Source: an optimization exercise on an open RTL-to-GDS flow (aim: small area, a short achievable clock period and few clock cycles per item). Production flows keep margins and buffers that such runs may drop.
No run shown here included a check of the RTL's function; only the layout flow was run.

==> flow/design.v, too long to show whole: its modules and the start of the top module <==
// module requant: 3807 lines
// module requant_top: 54 lines
module requant_top (
    input  wire        clk,
    input  wire        rst,
    input  wire [31:0] in_A_tdata,
    input  wire        in_A_tlast,
    input  wire        in_A_tvalid,
    output wire        in_A_tready,
    input  wire [31:0] in_bias_tdata,
    input  wire        in_bias_tlast,
    input  wire        in_bias_tvalid,
    output wire        in_bias_tready,
    input  wire [31:0] in_m_tdata,
    input  wire        in_m_tlast,
    input  wire        in_m_tvalid,
    output wire        in_m_tready,
    input  wire [7:0]  in_e_tdata,
    input  wire        in_e_tlast,
    input  wire        in_e_tvalid,
    output wire        in_e_tready,
    output wire [7:0]  out_D_tdata,
    output wire        out_D_tlast,
    output wire        out_D_tvalid,
    input  wire        out_D_tready
);
  // ...
==> flow/flow/run.sh <==
#!/bin/bash
set -euo pipefail
MARGIN=5.6
EXTRA="'BUFFER_PORTS_ARGS=-buffer_cell sky130_fd_sc_hd__buf_2'"
sed -e "s/SETUP_SLACK_MARGIN=[-0-9.]*/SETUP_SLACK_MARGIN=${MARGIN}/" \
    -e "s|\"\${@:-finish}\"|${EXTRA} \"\${@:-finish}\"|" standard.sh > standard_mod.sh
grep -q "SETUP_SLACK_MARGIN=${MARGIN}" standard_mod.sh
grep -q "BUFFER_PORTS_ARGS" standard_mod.sh
bash standard_mod.sh synth > flow_synth.log 2>&1
RES="$PWD/orfs/results/${FLOW_PLATFORM:-sky130hd}/requant_top/base"
cp "$RES/1_synth.odb" "$RES/1_synth_std.odb"
openroad -python -exit flow/fa_polarity.py "$RES/1_synth_std.odb" "$RES/1_synth.odb" > fa_polarity.log 2>&1
touch "$RES/1_synth.sdc"
bash standard_mod.sh > flow_make.log 2>&1
==> flow/flow/fa_polarity.py <==
# Inverter clean-up around full adders, run on the synthesized netlist
# (1_synth.odb) before floorplanning.
#
# Yosys's full-adder extraction leaves many inverters between full-adder
# cells.  A full adder is self-dual: FA(~a, ~b, ~c) = (~cout, ~sum).  So any
# full adder may be "flipped" (all three inputs and both outputs complemented)
# without changing the logic.  This script removes the plain inverters of the
# netlist, chooses a flip for each full adder that needs few inverters, and
# puts back one inverter per signal whose complement some pin needs.  Only
# combinational cells change; registers and ports are untouched.
import sys
import odb

src, dst = sys.argv[1], sys.argv[2]
db = odb.dbDatabase.create()
odb.read_db(db, src)
blk = db.getChip().getBlock()

INV = 'sky130_fd_sc_hd__inv_1'
inv_master = db.findMaster(INV)

def is_inv(inst):
    n = inst.getMaster().getName()
    return n.startswith('sky130_fd_sc_hd__inv_') or n.startswith('sky130_fd_sc_hd__clkinv_')

def is_fa(inst):
    return inst.getMaster().getName().startswith('sky130_fd_sc_hd__fa_')

def sig_iterms(inst):
    return [it for it in inst.getITerms() if it.getSigType() not in ('POWER', 'GROUND')]

def net_has_port(net):
    return net is not None and len(list(net.getBTerms())) > 0

def driver(net):
    for it in net.getITerms():
        if it.isOutputSignal():
            return it
    return None

# inverters we may remove: input and output nets are plain internal nets
removable = []
for inst in blk.getInsts():
    if not is_inv(inst):
        continue
    a = inst.findITerm('A').getNet()
    y = inst.findITerm('Y').getNet()
    if a is None or y is None or net_has_port(a) or net_has_port(y):
        continue
    if a.getSigType() == 'CLOCK' or y.getSigType() == 'CLOCK':
        continue
    removable.append(inst)
rem_set = set(r.getName() for r in removable)

def root(net):
    """(root net, polarity) after stripping removable inverters."""
    p = 0
    seen = 0
    while True:
        d = driver(net)
        if d is None or d.getInst().getName() not in rem_set:
            return net, p
        net = d.getInst().findITerm('A').getNet()
        p ^= 1
        seen += 1
        if seen > 1000:
            raise RuntimeError('inverter loop')

# every load pin that is not a removable inverter input: its (root, polarity)
loads = []          # [iterm, rootnet, pol, fa_inst_name or None]
for inst in blk.getInsts():
    if inst.getName() in rem_set:
        continue
    for it in sig_iterms(inst):
        if it.isOutputSignal() or it.getNet() is None:
            continue
        if not it.isInputSignal():
            continue
        r, p = root(it.getNet())
        loads.append([it, r, p, inst.getName() if is_fa(inst) else None])
# output ports driven through removable inverters cannot occur (excluded above)

fa_names = [i.getName() for i in blk.getInsts() if is_fa(i)]
flip = {n: 0 for n in fa_names}
# root net -> FA name that drives it (if any)
drv_fa = {}
for inst in blk.getInsts():
    if is_fa(inst):
        for it in sig_iterms(inst):
            if it.isOutputSignal() and it.getNet() is not None:
                drv_fa[it.getNet().getName()] = inst.getName()

by_root = {}
for ld in loads:
    by_root.setdefault(ld[1].getName(), []).append(ld)
fa_roots = {n: set() for n in fa_names}   # roots an FA touches (inputs and outputs)
for ld in loads:
    if ld[3] is not None:
        fa_roots[ld[3]].add(ld[1].getName())
for rn, fn in drv_fa.items():
    fa_roots[fn].add(rn)

def need(ld):
    rn = ld[1].getName()
    f = flip[drv_fa[rn]] if rn in drv_fa else 0
    g = flip[ld[3]] if ld[3] is not None else 0
    return ld[2] ^ f ^ g

def cost_root(rn):
    return 1 if any(need(ld) for ld in by_root.get(rn, [])) else 0

def total():
    return sum(cost_root(rn) for rn in by_root)

before_inv = len(removable)
c0 = total()
import random

def greedy():
    improved = True
    rounds = 0
    while improved and rounds < 50:
        improved = False
        rounds += 1
        for fn in fa_names:
            rs = fa_roots[fn]
            old = sum(cost_root(r) for r in rs)
            flip[fn] ^= 1
            new = sum(cost_root(r) for r in rs)
            if new < old:
                improved = True
            else:
                flip[fn] ^= 1
    return rounds

rounds = greedy()
best = total()
best_flip = dict(flip)
# perturb and re-descend (deterministic seed)
rng = random.Random(1)
for it in range(int(sys.argv[3]) if len(sys.argv) > 3 else 40):
    for fn in fa_names:
        flip[fn] = best_flip[fn]
    for fn in rng.sample(fa_names, max(1, len(fa_names) // 10)):
        flip[fn] ^= 1
    for fn in fa_names:
        rs = fa_roots[fn]
        old = sum(cost_root(r) for r in rs)
        flip[fn] ^= 1
        if sum(cost_root(r) for r in rs) > old:
            flip[fn] ^= 1
    greedy()
    t = total()
    if t < best:
        best = t
        best_flip = dict(flip)
for fn in fa_names:
    flip[fn] = best_flip[fn]
c1 = total()
print('fa_polarity: %d full adders, %d removable inverters, %d needed before, %d after (%d rounds, %d flipped)'
      % (len(fa_names), before_inv, c0, c1, rounds, sum(flip.values())))

# rebuild: disconnect loads, drop removable inverters, add one inverter per root needing it
inv_net = {}
cnt = [0]
def get_inv(rnet):
    rn = rnet.getName()
    if rn in inv_net:
        return inv_net[rn]
    cnt[0] += 1
    n = odb.dbNet_create(blk, 'fapol_n%d' % cnt[0])
    i = odb.dbInst_create(blk, inv_master, 'fapol_inv%d' % cnt[0])
    i.findITerm('A').connect(rnet)
    i.findITerm('Y').connect(n)
    inv_net[rn] = n
    return n

plan = [(ld[0], ld[1], need(ld)) for ld in loads]
for it, r, p in plan:
    it.disconnect()
old_nets = set()
for inst in removable:
    for it in sig_iterms(inst):
        if it.getNet() is not None:
            old_nets.add(it.getNet().getName())
        it.disconnect()
    odb.dbInst_destroy(inst)
for it, r, p in plan:
    it.connect(get_inv(r) if p else r)
# drop nets left without any connection
for nn in old_nets:
    n = blk.findNet(nn)
    if n is not None and len(list(n.getITerms())) == 0 and len(list(n.getBTerms())) == 0:
        odb.dbNet_destroy(n)
print('fa_polarity: %d inverters in place of %d' % (cnt[0], before_inv))
# a flipped adder's output nets carry the complement of what their names
# (from the RTL) say: give them fresh names
k = 0
for inst in blk.getInsts():
    if is_fa(inst) and flip.get(inst.getName()):
        for it in sig_iterms(inst):
            if it.isOutputSignal() and it.getNet() is not None:
                k += 1
                it.getNet().rename('fapol_x%d' % k)
odb.write_db(db, dst)
==> flow/standard.sh <==
#!/bin/bash
# synth_recipe.tcl (not shown) runs the flow's synth.tcl, then flattens the netlist and writes it again
# the make line also repeats each setting of config.mk as NAME=value (left out here)
make -C /OpenROAD-flow-scripts/flow DESIGN_CONFIG=/design/flow/config.mk WORK_HOME=/design/flow/orfs CLKGATE_MAP_FILE= SYNTH_SCRIPT=/design/flow/synth_recipe.tcl "${@:-finish}"
==> flow/config.mk <==
export PLATFORM = sky130hd
export DESIGN_NAME = requant_top
export DESIGN_NICKNAME = requant_top
export VERILOG_FILES = /design/flow/design.v
export SDC_FILE = /design/flow/constraint.sdc
export NUM_CORES = 4
export LEC_CHECK = 0
export CAP_MARGIN = 20
export CORE_MARGIN = 2
export CORE_UTILIZATION = 65
export SETUP_SLACK_MARGIN = 5
export SLEW_MARGIN = 20
==> flow/constraint.sdc <==
create_clock -name core_clock -period 9.0 [get_ports {clk}]
set_input_delay 1.8000 -clock core_clock [delete_from_list [all_inputs] [get_ports {clk}]]
set_output_delay 1.8000 -clock core_clock [all_outputs]
set_load 0.01 [all_outputs]
==> impl_results.rst, run 1 <==
.. list-table::
   :header-rows: 1

   * - Metric
     - Value
   * - Highest net fanout along the worst path
     - 4
   * - Min Hold Slack
     - between 300 and 400 ps
   * - Final GP Congestion
     - between 0.9 and 1
   * - Most Frequent Cell on Critical Path
     - a21o_1
   * - Layout buffer count excluding clock buffers
     - between 200 and 300
   * - Max-capacitance violation count
     - 0
   * - Clock buffer count
     - between 100 and 150
   * - Leading cell type in the layout, fill and taps excluded
     - a22oi_1
   * - Worst R2R Path Depth
     - 12
   * - Register share of the cell area
     - 0.295
   * - Type of the worst setup path
     - reg -> reg
   * - Path class of the lowest-slack min-delay path
     - reg -> reg
   * - Total detailed-routing wirelength
     - around 130 mm
   * - Detailed-route wire length on metal 1
     - 47.6 mm
   * - Comb_multi_in
     - roughly 2800
   * - Status
     - finished clean
   * - Routed via count
     - 33300
   * - Post-route fraction of the period consumed by the critical path
     - 0.384
   * - Routed wl met3
     - around 16 mm
   * - Worst hold path endpoint
     - requant_QKV.sh2[0]
   * - Vias in the first global route
     - 35100
   * - Cell row count
     - between 90 and 100
   * - Post-detailed-placement cell area
     - about 0.045 sq mm
   * - Final worst-path setup slack
     - 5540 ps
   * - Max Root-Sink Buffers
     - 3
   * - Timing-limited maximum frequency
     - a little under 300 MHz
   * - Cell with the biggest individual delay on the critical path
     - a221oi_2
   * - Core outline area
     - approximately 0.066 sq mm
   * - Buf/Inv on CP
     - 0
   * - First-pass detailed-route iteration total
     - 10
   * - Worst Max-Slew Pin Slew
     - roughly 970 ps
   * - Detail-routed net length per standard cell
     - roughly 27 um
==> run 2: changes to the inputs <==
--- a/flow/design.v
+++ b/flow/design.v
@@ -31,17 +31,17 @@
     input  wire          out_D_tready
 );
 localparam integer CAP = 6;    
 reg va, vb, vm, ve;             
 reg ra, rb, rm, re;             
 reg fire;                       
 reg [CAP-1:0] th;              
 reg p1, p2, p3, p4;
-reg l1, l2, l3, l4;
+reg l1, l2, l3;
 reg la, lb, lm, le;
 reg [31:0] a_r, b_r, m_r;
 reg [7:0]  e_r;
 reg ov;
 assign in_A_tready    = ra;
 assign in_bias_tready = rb;
 assign in_m_tready    = rm;
 assign in_e_tready    = re;
@@ -3484,26 +3484,27 @@
 assign ts1051 = q2[180] ^ q2[181];
 assign tc1052 = q2[180] & q2[181];
 assign ts1053 = q2[182] ^ q2[183];
 assign tc1054 = q2[182] & q2[183];
 assign ts1055 = q2[184] ^ q2[185];
 assign tc1056 = q2[184] & q2[185];
 wire [63:0] rs = {tc1056, tc1054, tc1052, tc1050, tc1048, tc1046, tc1044, tc1042, tc1040, tc1038, tc1036, tc1034, tc1032, tc1030, tc1028, tc1026, tc1024, tc1022, tc1020, tc1018, tc1016, tc1014, tc1012, tc1010, tc1008, tc1006, tc1004, tc1002, tc1000, tc998, tc996, tc994, tc992, tc990, tc988, tc986, tc984, tc982, tc980, tc978, tc976, tc974, tc972, tc970, tc968, tc966, tc964, ts963, q2[29], q2[27], q2[25], q2[23], q2[21], q2[19], q2[17], q2[15], q2[13], q2[11], q2[9], q2[7], q2[5], q2[3], q2[2], q2[0]};
 wire [63:0] rc = {1'b1, ts1055, ts1053, ts1051, ts1049, ts1047, ts1045, ts1043, ts1041, ts1039, ts1037, ts1035, ts1033, ts1031, ts1029, ts1027, ts1025, ts1023, ts1021, ts1019, ts1017, ts1015, ts1013, ts1011, ts1009, ts1007, ts1005, ts1003, ts1001, ts999, ts997, ts995, ts993, ts991, ts989, ts987, ts985, ts983, ts981, ts979, ts977, ts975, ts973, ts971, ts969, ts967, ts965, q2[94], q2[30], q2[28], q2[26], q2[24], q2[22], q2[20], q2[18], q2[16], q2[14], q2[12], q2[10], q2[8], q2[6], q2[4], 1'b0, q2[1]};
-reg  [31:0] lo3, hs3, hc3;
+reg  [39:0] lo3;
+reg  [23:0] hs3;
 reg         c3;
 reg  [6:0]  sh3;
 reg         nr3;
 always @(posedge clk) begin
-    {c3, lo3} <= {1'b0, rs[31:0]} + {1'b0, rc[31:0]};
-    hs3 <= rs[63:32]; hc3 <= rc[63:32];
+    {c3, lo3} <= {1'b0, rs[39:0]} + {1'b0, rc[39:0]};
+    hs3 <= rs[63:40] + rc[63:40];
     sh3 <= sh2; nr3 <= nr2; l3 <= l2;
 end
-wire [31:0] hi4 = hs3 + hc3 + {31'd0, c3};
+wire [23:0] hi4 = hs3 + {23'd0, c3};
 wire [63:0] mul = {hi4, lo3};
 wire        sgn = mul[63];
 wire [64:0] t6 = {mul, 1'b0};
 wire [63:0] t5;
 assign t5[0] = sh3[6] ? sgn : sh3[5] ? t6[32] : t6[0];
 assign t5[1] = sh3[6] ? sgn : sh3[5] ? t6[33] : t6[1];
 assign t5[2] = sh3[6] ? sgn : sh3[5] ? t6[34] : t6[2];
 assign t5[3] = sh3[6] ? sgn : sh3[5] ? t6[35] : t6[3];
@@ -3652,139 +3653,137 @@
 assign t3[32] = sh3[3] ? t4[40] : t4[32];
 assign t3[33] = sh3[3] ? t4[41] : t4[33];
 assign t3[34] = sh3[3] ? t4[42] : t4[34];
 assign t3[35] = sh3[3] ? t4[43] : t4[35];
 assign t3[36] = sh3[3] ? t4[44] : t4[36];
 assign t3[37] = sh3[3] ? t4[45] : t4[37];
 assign t3[38] = sh3[3] ? t4[46] : t4[38];
 assign t3[39] = sh3[3] ? t4[47] : t4[39];
-reg  [39:0] t4r;
-reg  [3:0]  sh4;
-reg         nr4;
-always @(posedge clk) begin
-    t4r <= t3; sh4 <= sh3[3:0]; nr4 <= nr3; l4 <= l3;
-end
 wire [35:0] t2;
-assign t2[0] = sh4[2] ? t4r[4] : t4r[0];
-assign t2[1] = sh4[2] ? t4r[5] : t4r[1];
-assign t2[2] = sh4[2] ? t4r[6] : t4r[2];
-assign t2[3] = sh4[2] ? t4r[7] : t4r[3];
-assign t2[4] = sh4[2] ? t4r[8] : t4r[4];
-assign t2[5] = sh4[2] ? t4r[9] : t4r[5];
-assign t2[6] = sh4[2] ? t4r[10] : t4r[6];
-assign t2[7] = sh4[2] ? t4r[11] : t4r[7];
-assign t2[8] = sh4[2] ? t4r[12] : t4r[8];
-assign t2[9] = sh4[2] ? t4r[13] : t4r[9];
-assign t2[10] = sh4[2] ? t4r[14] : t4r[10];
-assign t2[11] = sh4[2] ? t4r[15] : t4r[11];
-assign t2[12] = sh4[2] ? t4r[16] : t4r[12];
-assign t2[13] = sh4[2] ? t4r[17] : t4r[13];
-assign t2[14] = sh4[2] ? t4r[18] : t4r[14];
-assign t2[15] = sh4[2] ? t4r[19] : t4r[15];
-assign t2[16] = sh4[2] ? t4r[20] : t4r[16];
-assign t2[17] = sh4[2] ? t4r[21] : t4r[17];
-assign t2[18] = sh4[2] ? t4r[22] : t4r[18];
-assign t2[19] = sh4[2] ? t4r[23] : t4r[19];
-assign t2[20] = sh4[2] ? t4r[24] : t4r[20];
-assign t2[21] = sh4[2] ? t4r[25] : t4r[21];
-assign t2[22] = sh4[2] ? t4r[26] : t4r[22];
-assign t2[23] = sh4[2] ? t4r[27] : t4r[23];
-assign t2[24] = sh4[2] ? t4r[28] : t4r[24];
-assign t2[25] = sh4[2] ? t4r[29] : t4r[25];
-assign t2[26] = sh4[2] ? t4r[30] : t4r[26];
-assign t2[27] = sh4[2] ? t4r[31] : t4r[27];
-assign t2[28] = sh4[2] ? t4r[32] : t4r[28];
-assign t2[29] = sh4[2] ? t4r[33] : t4r[29];
-assign t2[30] = sh4[2] ? t4r[34] : t4r[30];
-assign t2[31] = sh4[2] ? t4r[35] : t4r[31];
-assign t2[32] = sh4[2] ? t4r[36] : t4r[32];
-assign t2[33] = sh4[2] ? t4r[37] : t4r[33];
-assign t2[34] = sh4[2] ? t4r[38] : t4r[34];
-assign t2[35] = sh4[2] ? t4r[39] : t4r[35];
+assign t2[0] = sh3[2] ? t3[4] : t3[0];
+assign t2[1] = sh3[2] ? t3[5] : t3[1];
+assign t2[2] = sh3[2] ? t3[6] : t3[2];
+assign t2[3] = sh3[2] ? t3[7] : t3[3];
+assign t2[4] = sh3[2] ? t3[8] : t3[4];
+assign t2[5] = sh3[2] ? t3[9] : t3[5];
+assign t2[6] = sh3[2] ? t3[10] : t3[6];
+assign t2[7] = sh3[2] ? t3[11] : t3[7];
+assign t2[8] = sh3[2] ? t3[12] : t3[8];
+assign t2[9] = sh3[2] ? t3[13] : t3[9];
+assign t2[10] = sh3[2] ? t3[14] : t3[10];
+assign t2[11] = sh3[2] ? t3[15] : t3[11];
+assign t2[12] = sh3[2] ? t3[16] : t3[12];
+assign t2[13] = sh3[2] ? t3[17] : t3[13];
+assign t2[14] = sh3[2] ? t3[18] : t3[14];
+assign t2[15] = sh3[2] ? t3[19] : t3[15];
+assign t2[16] = sh3[2] ? t3[20] : t3[16];
+assign t2[17] = sh3[2] ? t3[21] : t3[17];
+assign t2[18] = sh3[2] ? t3[22] : t3[18];
+assign t2[19] = sh3[2] ? t3[23] : t3[19];
+assign t2[20] = sh3[2] ? t3[24] : t3[20];
+assign t2[21] = sh3[2] ? t3[25] : t3[21];
+assign t2[22] = sh3[2] ? t3[26] : t3[22];
+assign t2[23] = sh3[2] ? t3[27] : t3[23];
+assign t2[24] = sh3[2] ? t3[28] : t3[24];
+assign t2[25] = sh3[2] ? t3[29] : t3[25];
+assign t2[26] = sh3[2] ? t3[30] : t3[26];
+assign t2[27] = sh3[2] ? t3[31] : t3[27];
+assign t2[28] = sh3[2] ? t3[32] : t3[28];
+assign t2[29] = sh3[2] ? t3[33] : t3[29];
+assign t2[30] = sh3[2] ? t3[34] : t3[30];
+assign t2[31] = sh3[2] ? t3[35] : t3[31];
+assign t2[32] = sh3[2] ? t3[36] : t3[32];
+assign t2[33] = sh3[2] ? t3[37] : t3[33];
+assign t2[34] = sh3[2] ? t3[38] : t3[34];
+assign t2[35] = sh3[2] ? t3[39] : t3[35];
 wire [33:0] t1;
-assign t1[0] = sh4[1] ? t2[2] : t2[0];
-assign t1[1] = sh4[1] ? t2[3] : t2[1];
-assign t1[2] = sh4[1] ? t2[4] : t2[2];
-assign t1[3] = sh4[1] ? t2[5] : t2[3];
-assign t1[4] = sh4[1] ? t2[6] : t2[4];
-assign t1[5] = sh4[1] ? t2[7] : t2[5];
-assign t1[6] = sh4[1] ? t2[8] : t2[6];
-assign t1[7] = sh4[1] ? t2[9] : t2[7];
-assign t1[8] = sh4[1] ? t2[10] : t2[8];
-assign t1[9] = sh4[1] ? t2[11] : t2[9];
-assign t1[10] = sh4[1] ? t2[12] : t2[10];
-assign t1[11] = sh4[1] ? t2[13] : t2[11];
-assign t1[12] = sh4[1] ? t2[14] : t2[12];
-assign t1[13] = sh4[1] ? t2[15] : t2[13];
-assign t1[14] = sh4[1] ? t2[16] : t2[14];
-assign t1[15] = sh4[1] ? t2[17] : t2[15];
-assign t1[16] = sh4[1] ? t2[18] : t2[16];
-assign t1[17] = sh4[1] ? t2[19] : t2[17];
-assign t1[18] = sh4[1] ? t2[20] : t2[18];
-assign t1[19] = sh4[1] ? t2[21] : t2[19];
-assign t1[20] = sh4[1] ? t2[22] : t2[20];
-assign t1[21] = sh4[1] ? t2[23] : t2[21];
-assign t1[22] = sh4[1] ? t2[24] : t2[22];
-assign t1[23] = sh4[1] ? t2[25] : t2[23];
-assign t1[24] = sh4[1] ? t2[26] : t2[24];
-assign t1[25] = sh4[1] ? t2[27] : t2[25];
-assign t1[26] = sh4[1] ? t2[28] : t2[26];
-assign t1[27] = sh4[1] ? t2[29] : t2[27];
-assign t1[28] = sh4[1] ? t2[30] : t2[28];
-assign t1[29] = sh4[1] ? t2[31] : t2[29];
-assign t1[30] = sh4[1] ? t2[32] : t2[30];
-assign t1[31] = sh4[1] ? t2[33] : t2[31];
-assign t1[32] = sh4[1] ? t2[34] : t2[32];
-assign t1[33] = sh4[1] ? t2[35] : t2[33];
+assign t1[0] = sh3[1] ? t2[2] : t2[0];
+assign t1[1] = sh3[1] ? t2[3] : t2[1];
+assign t1[2] = sh3[1] ? t2[4] : t2[2];
+assign t1[3] = sh3[1] ? t2[5] : t2[3];
+assign t1[4] = sh3[1] ? t2[6] : t2[4];
+assign t1[5] = sh3[1] ? t2[7] : t2[5];
+assign t1[6] = sh3[1] ? t2[8] : t2[6];
+assign t1[7] = sh3[1] ? t2[9] : t2[7];
+assign t1[8] = sh3[1] ? t2[10] : t2[8];
+assign t1[9] = sh3[1] ? t2[11] : t2[9];
+assign t1[10] = sh3[1] ? t2[12] : t2[10];
+assign t1[11] = sh3[1] ? t2[13] : t2[11];
+assign t1[12] = sh3[1] ? t2[14] : t2[12];
+assign t1[13] = sh3[1] ? t2[15] : t2[13];
+assign t1[14] = sh3[1] ? t2[16] : t2[14];
+assign t1[15] = sh3[1] ? t2[17] : t2[15];
+assign t1[16] = sh3[1] ? t2[18] : t2[16];
+assign t1[17] = sh3[1] ? t2[19] : t2[17];
+assign t1[18] = sh3[1] ? t2[20] : t2[18];
+assign t1[19] = sh3[1] ? t2[21] : t2[19];
+assign t1[20] = sh3[1] ? t2[22] : t2[20];
+assign t1[21] = sh3[1] ? t2[23] : t2[21];
+assign t1[22] = sh3[1] ? t2[24] : t2[22];
+assign t1[23] = sh3[1] ? t2[25] : t2[23];
+assign t1[24] = sh3[1] ? t2[26] : t2[24];
+assign t1[25] = sh3[1] ? t2[27] : t2[25];
+assign t1[26] = sh3[1] ? t2[28] : t2[26];
+assign t1[27] = sh3[1] ? t2[29] : t2[27];
+assign t1[28] = sh3[1] ? t2[30] : t2[28];
+assign t1[29] = sh3[1] ? t2[31] : t2[29];
+assign t1[30] = sh3[1] ? t2[32] : t2[30];
+assign t1[31] = sh3[1] ? t2[33] : t2[31];
+assign t1[32] = sh3[1] ? t2[34] : t2[32];
+assign t1[33] = sh3[1] ? t2[35] : t2[33];
 wire [32:0] t0;
-assign t0[0] = sh4[0] ? t1[1] : t1[0];
-assign t0[1] = sh4[0] ? t1[2] : t1[1];
-assign t0[2] = sh4[0] ? t1[3] : t1[2];
-assign t0[3] = sh4[0] ? t1[4] : t1[3];
-assign t0[4] = sh4[0] ? t1[5] : t1[4];
-assign t0[5] = sh4[0] ? t1[6] : t1[5];
-assign t0[6] = sh4[0] ? t1[7] : t1[6];
-assign t0[7] = sh4[0] ? t1[8] : t1[7];
-assign t0[8] = sh4[0] ? t1[9] : t1[8];
-assign t0[9] = sh4[0] ? t1[10] : t1[9];
-assign t0[10] = sh4[0] ? t1[11] : t1[10];
-assign t0[11] = sh4[0] ? t1[12] : t1[11];
-assign t0[12] = sh4[0] ? t1[13] : t1[12];
-assign t0[13] = sh4[0] ? t1[14] : t1[13];
-assign t0[14] = sh4[0] ? t1[15] : t1[14];
-assign t0[15] = sh4[0] ? t1[16] : t1[15];
-assign t0[16] = sh4[0] ? t1[17] : t1[16];
-assign t0[17] = sh4[0] ? t1[18] : t1[17];
-assign t0[18] = sh4[0] ? t1[19] : t1[18];
-assign t0[19] = sh4[0] ? t1[20] : t1[19];
-assign t0[20] = sh4[0] ? t1[21] : t1[20];
-assign t0[21] = sh4[0] ? t1[22] : t1[21];
-assign t0[22] = sh4[0] ? t1[23] : t1[22];
-assign t0[23] = sh4[0] ? t1[24] : t1[23];
-assign t0[24] = sh4[0] ? t1[25] : t1[24];
-assign t0[25] = sh4[0] ? t1[26] : t1[25];
-assign t0[26] = sh4[0] ? t1[27] : t1[26];
-assign t0[27] = sh4[0] ? t1[28] : t1[27];
-assign t0[28] = sh4[0] ? t1[29] : t1[28];
-assign t0[29] = sh4[0] ? t1[30] : t1[29];
-assign t0[30] = sh4[0] ? t1[31] : t1[30];
-assign t0[31] = sh4[0] ? t1[32] : t1[31];
-assign t0[32] = sh4[0] ? t1[33] : t1[32];
+assign t0[0] = sh3[0] ? t1[1] : t1[0];
+assign t0[1] = sh3[0] ? t1[2] : t1[1];
+assign t0[2] = sh3[0] ? t1[3] : t1[2];
+assign t0[3] = sh3[0] ? t1[4] : t1[3];
+assign t0[4] = sh3[0] ? t1[5] : t1[4];
+assign t0[5] = sh3[0] ? t1[6] : t1[5];
+assign t0[6] = sh3[0] ? t1[7] : t1[6];
+assign t0[7] = sh3[0] ? t1[8] : t1[7];
+assign t0[8] = sh3[0] ? t1[9] : t1[8];
+assign t0[9] = sh3[0] ? t1[10] : t1[9];
+assign t0[10] = sh3[0] ? t1[11] : t1[10];
+assign t0[11] = sh3[0] ? t1[12] : t1[11];
+assign t0[12] = sh3[0] ? t1[13] : t1[12];
+assign t0[13] = sh3[0] ? t1[14] : t1[13];
+assign t0[14] = sh3[0] ? t1[15] : t1[14];
+assign t0[15] = sh3[0] ? t1[16] : t1[15];
+assign t0[16] = sh3[0] ? t1[17] : t1[16];
+assign t0[17] = sh3[0] ? t1[18] : t1[17];
+assign t0[18] = sh3[0] ? t1[19] : t1[18];
+assign t0[19] = sh3[0] ? t1[20] : t1[19];
+assign t0[20] = sh3[0] ? t1[21] : t1[20];
+assign t0[21] = sh3[0] ? t1[22] : t1[21];
+assign t0[22] = sh3[0] ? t1[23] : t1[22];
+assign t0[23] = sh3[0] ? t1[24] : t1[23];
+assign t0[24] = sh3[0] ? t1[25] : t1[24];
+assign t0[25] = sh3[0] ? t1[26] : t1[25];
+assign t0[26] = sh3[0] ? t1[27] : t1[26];
+assign t0[27] = sh3[0] ? t1[28] : t1[27];
+assign t0[28] = sh3[0] ? t1[29] : t1[28];
+assign t0[29] = sh3[0] ? t1[30] : t1[29];
+assign t0[30] = sh3[0] ? t1[31] : t1[30];
+assign t0[31] = sh3[0] ? t1[32] : t1[31];
+assign t0[32] = sh3[0] ? t1[33] : t1[32];
+wire nr4 = nr3;
+wire l4 = l3;
 wire [31:0] U  = t0[32:1];
 wire        rnd = t0[0] & ~nr4;
 wire        c7 = rnd & (&U[6:0]);
 wire        h1 = &U[31:7];
 wire        h0 = ~(|U[31:7]);
 wire        inr = h1 | (h0 & ~c7);
 wire        neg_res = U[31] ^ (c7 & (&U[30:7]));
 wire [7:0]  r8 = U[7:0] + {7'd0, rnd};
 wire [7:0]  q = inr ? r8 : (neg_res ? 8'h80 : 8'h7f);
+reg  [8:0] r5;
+always @(posedge clk) r5 <= {l4, q};
 wire       wv = p4;
-wire [8:0] wd = {l4, q};
+wire [8:0] wd = r5;
 reg  [8:0] od;
 reg  [8:0] mem [0:4];
 reg  [2:0] rp, wp;
 reg  [4:0] nt;                  
 wire take = ~ov | pop;
 wire have = nt[0] | wv;
 wire rd   = take & have;
 always @(posedge clk) begin
==> impl_results.rst, run 2 <==
.. list-table::
   :header-rows: 1

   * - Metric
     - Value
   * - Worst slack at placement
     - 3980 ps (was 5010 ps)
   * - Clock latency on the worst-skew pair
     - 650 ps (was 640 ps)
   * - Critical path endpoint category
     - flip-flop (unchanged)
   * - Instance count along the most critical hold path
     - 0 (unchanged)
   * - Post-route fraction of the period consumed by the critical path
     - 0.482 (was 0.384)
   * - Data required time at the worst endpoint
     - 9580 ps (was 9500 ps)
   * - Flip-flop count of the largest register after layout
     - 186 (unchanged)
   * - Synthesized netlist net count
     - 5009 (was 4812)
   * - Final Hold Fails
     - 0 (unchanged)
   * - Count of port buffers added during placement
     - 128 (unchanged)
   * - Cell row count
     - 95 (was 94)
   * - Number of hold buffers added after cts
     - 0 (unchanged)
   * - Filler instances
     - 4732 (was 4498)
   * - Min Clock Period, post-route
     - 4340 ps (was 3460 ps)
   * - Post-detailed-placement cell area
     - 0.0450 sq mm (was 0.0446 sq mm)
   * - Post-synthesis instance area
     - 0.0439 sq mm (was 0.0436 sq mm)
   * - Crit path arrival time
     - 4920 ps (was 3960 ps)
   * - Final GP Congestion
     - 1.11 (was 0.969)
   * - Number of DRC violations after detailed routing
     - 0 (unchanged)
   * - Initial Utilization
     - 0.654 (was 0.660)
   * - Total detailed-routing wirelength
     - 142 mm (was 134 mm)
   * - Post-detailed-route count of antenna-violating nets
     - 0 (unchanged)
   * - Highest net fanout along the worst path
     - 8 (was 4)
   * - Total non-filler cell area in the finished layout
     - 0.0497 sq mm (was 0.0488 sq mm)
   * - Total area of multi-input combinational cells
     - 0.0300 sq mm (was 0.0276 sq mm)
   * - Synth-to-Final Area Change
     - 13.3% (was 11.8%)
   * - Status
     - finished clean (unchanged)
   * - Global route overflow
     - 0 (unchanged)
   * - Register clock-pin slew on the reported worst setup and hold paths
     - 60 ps (about the same)
   * - Max Root-Sink Buffers
     - 3 (unchanged)
   * - Die H
     - 264 um (was 263 um)
   * - Number of instances in the synthesized netlist
     - 4273 (was 4079)
   * - Overall die width
     - 264 um (was 263 um)
   * - Overall global routing resource usage
     - 0.397 (was 0.364)
   * - HPWL reported at the end of detailed placement
     - 90.2 mm (was 83.5 mm)
   * - Clock tree from TritonCTS
     - built (unchanged)
   * - Largest Register
     - requant_QKV.q2 (unchanged)
   * - Antenna violations before repair
     - 3 (was 2)
   * - Timing-limited maximum frequency
     - 231 MHz (was 289 MHz)
   * - Unrepaired setup endpoints after global routing
     - true (unchanged)
   * - Final worst-path setup slack
     - 4660 ps (was 5540 ps)
   * - CTS Sinks
     - 563 (was 630)
   * - Ports
     - 129 (unchanged)
   * - Worst-case headroom to the max-slew limit
     - 0.318 (was 0.352)
   * - Leading cell type in the layout, fill and taps excluded
     - a22oi_1 (unchanged)
   * - Commonest cells after routing, fill and taps aside
     - 504 x a22oi_1, 421 x fa_1, 371 x xnor2_1 (was 502 x a22oi_1, 422 x fa_1, 414 x dfxtp_1)
   * - Clock Skews
     - 26.9 ps (was 37.1 ps)
   * - Worst R2R Path Depth
     - 16 (was 12)
   * - Synthesis warning total
     - 1 (unchanged)
   * - Max-capacitance violation count
     - 0 (unchanged)
   * - First-pass detailed-route iteration total
     - 7 (was 10)
   * - Final Max Slew Viols
     - 0 (unchanged)
   * - Worst Max-Slew Pin Slew
     - 1020 ps (was 968 ps)
   * - Avg Inst Size Synth
     - 10.3 sq um (was 10.7 sq um)
   * - Fraction of final layout cells sized beyond drive strength 1
     - 0.176 (was 0.137)
   * - Core outline area
     - 0.0670 sq mm (was 0.0661 sq mm)
   * - Root buf cell
     - clkbuf_16 (unchanged)
   * - Type of the worst setup path
     - reg -> reg (unchanged)
   * - DR iter-0 viols
     - 4535 (was 3984)
   * - Global-route wire length before repair
     - 212 mm (was 196 mm)
   * - Sum of negative setup slack
     - 0 ps (unchanged)
   * - TritonCTS buffer count
     - 59 (was 70)
   * - Routed via count
     - 35200 (was 33300)
   * - Startpoint types
     - flip-flop (unchanged)
   * - Detail-routed net length per standard cell
     - 27.3 um (was 26.9 um)
   * - Die Outline Area
     - 0.0696 sq mm (was 0.0692 sq mm)
   * - Layout Nets
     - 5021 (was 4810)
   * - Path class of the lowest-slack min-delay path
     - reg -> reg (unchanged)
   * - Vias in the first global route
     - 36000 (was 35100)
   * - Pin count of the biggest net entering global routing
     - 57 (was 64)
   * - Routed vias/inst
     - 6.76 (was 6.67)
   * - # setup viols final
     - 0 (unchanged)
   * - Sequential cell area
     - 0.0131 sq mm (was 0.0144 sq mm)
   * - H-tree depth reported by CTS
     - 2 (was 3)
==> run 2: cell count changes in the layout (fill, tap and decap cells not counted), sizes merged, moves of 16 or more <==
cell	change
or3	+23
buf	+55
a31oi	+23
clkbuf	-24
nand3	+41
dfxtp	-67
nor2	+16
mux2i	-34
==> run 2: what timing repair did <==
action	4_1_cts	5_1_grt
setup endpoints to repair	152	88
cloned	0	1
resized for setup	237	124
pin swaps	99	72
setup buffers	78	38
==> run 2: metrics by stage <==
stage / instances / utilization / hold slack [ps]
2_1_floorplan: 4273 / - / 310
3_3_place_gp: 4980 / 0.671 / 310
3_5_place_dp: 4980 / 0.671 / 312
4_1_cts: 5170 / 0.726 / 322
5_1_grt: 5209 / 0.741 / 330
6_report: 5211 / 0.741 / 322
==> run 2: final timing paths <==
kind,start,end,slack (ps)
min reg2reg,requant_QKV.sh1[0],requant_QKV.sh2[0],320
max reg2reg,requant_QKV.c3,requant_QKV.r5[6],4660
min,requant_QKV.sh1[0],requant_QKV.sh2[0],320
max,requant_QKV.c3,requant_QKV.r5[6],4660
==> run 2: layout make-up <==
cell class,instances,share of cell area
Multi-Input combinational cell,3078,0.603
Sequential cell,563,0.264
Timing Repair Buffer,304,0.0478
Clock buffer,81,0.0323
Tap cell,873,0.0220
Inverter,279,0.0217
Clock inverter,31,0.00904
Antenna cell,2,0.000101
==> run 2: worst max-delay path, stage by stage (launching register included) <==
cell	delay (ps)
dfxtp_4	370
ha_4	170
nand3_4	90
buf_4	180
o31ai_1	450
a31oi_1	270
nor4_1	430
a311oi_2	140
a211oi_4	300
mux2i_1	130
or4_1	530
a2111o_1	410
nor4_4	150
nand4b_1	180
buf_4	180
o21ai_4	100
a31o_1	190
==> run 2: routing by layer <==
| metal | GRT usage | vias to the layer above | routed length [um] |
|---|---|---|---|
| li1 | - | 15000 | - |
| met1 | 0.505 | 17000 | 51600 |
| met2 | 0.616 | 2512 | 62800 |
| met3 | 0.107 | 676 | 17100 |
| met4 | 0.220 | 9 | 10600 |
| met5 | 0.0104 | - | 150 |

==> what the ideal ports hide <==
How much do the figures lean on ideal ports? The routed layouts below were timed once more, with nothing changed but the port constraints.
Step 1: set_driving_cell puts a clkbuf_16 on clk and a buf_2 on each other input, an assumption about the parent block.
Step 2 times the ports against the registers' clock, not the clock port: input delays grow and output delays shrink by t, the midpoint of the rising clock arrivals with the driver on.
a / b / c = ideal ports / drivers / drivers and shift; a / b = the first two.
| run | shift t [ns] | slack for setup (ns) | hold slack, ns | latest minus earliest clock arrival (ns) | worst data-port slew with drivers (ns) |
|---|---|---|---|---|---|
| run 1 | 0.685 | 5.543 / 5.543 / 5.234 | 0.321 / 0.321 / 0.321 | 0.040 / 0.039 | 0.06 |
| run 2 | 0.708 | 4.664 / 4.664 / 4.664 | 0.322 / 0.322 / 0.322 | 0.027 / 0.027 | 0.06 |
After both steps every run listed still meets setup and hold. The setup slack of run 1, which loses most, moves by 0.000 ns with the drivers and by -0.309 ns with both steps.
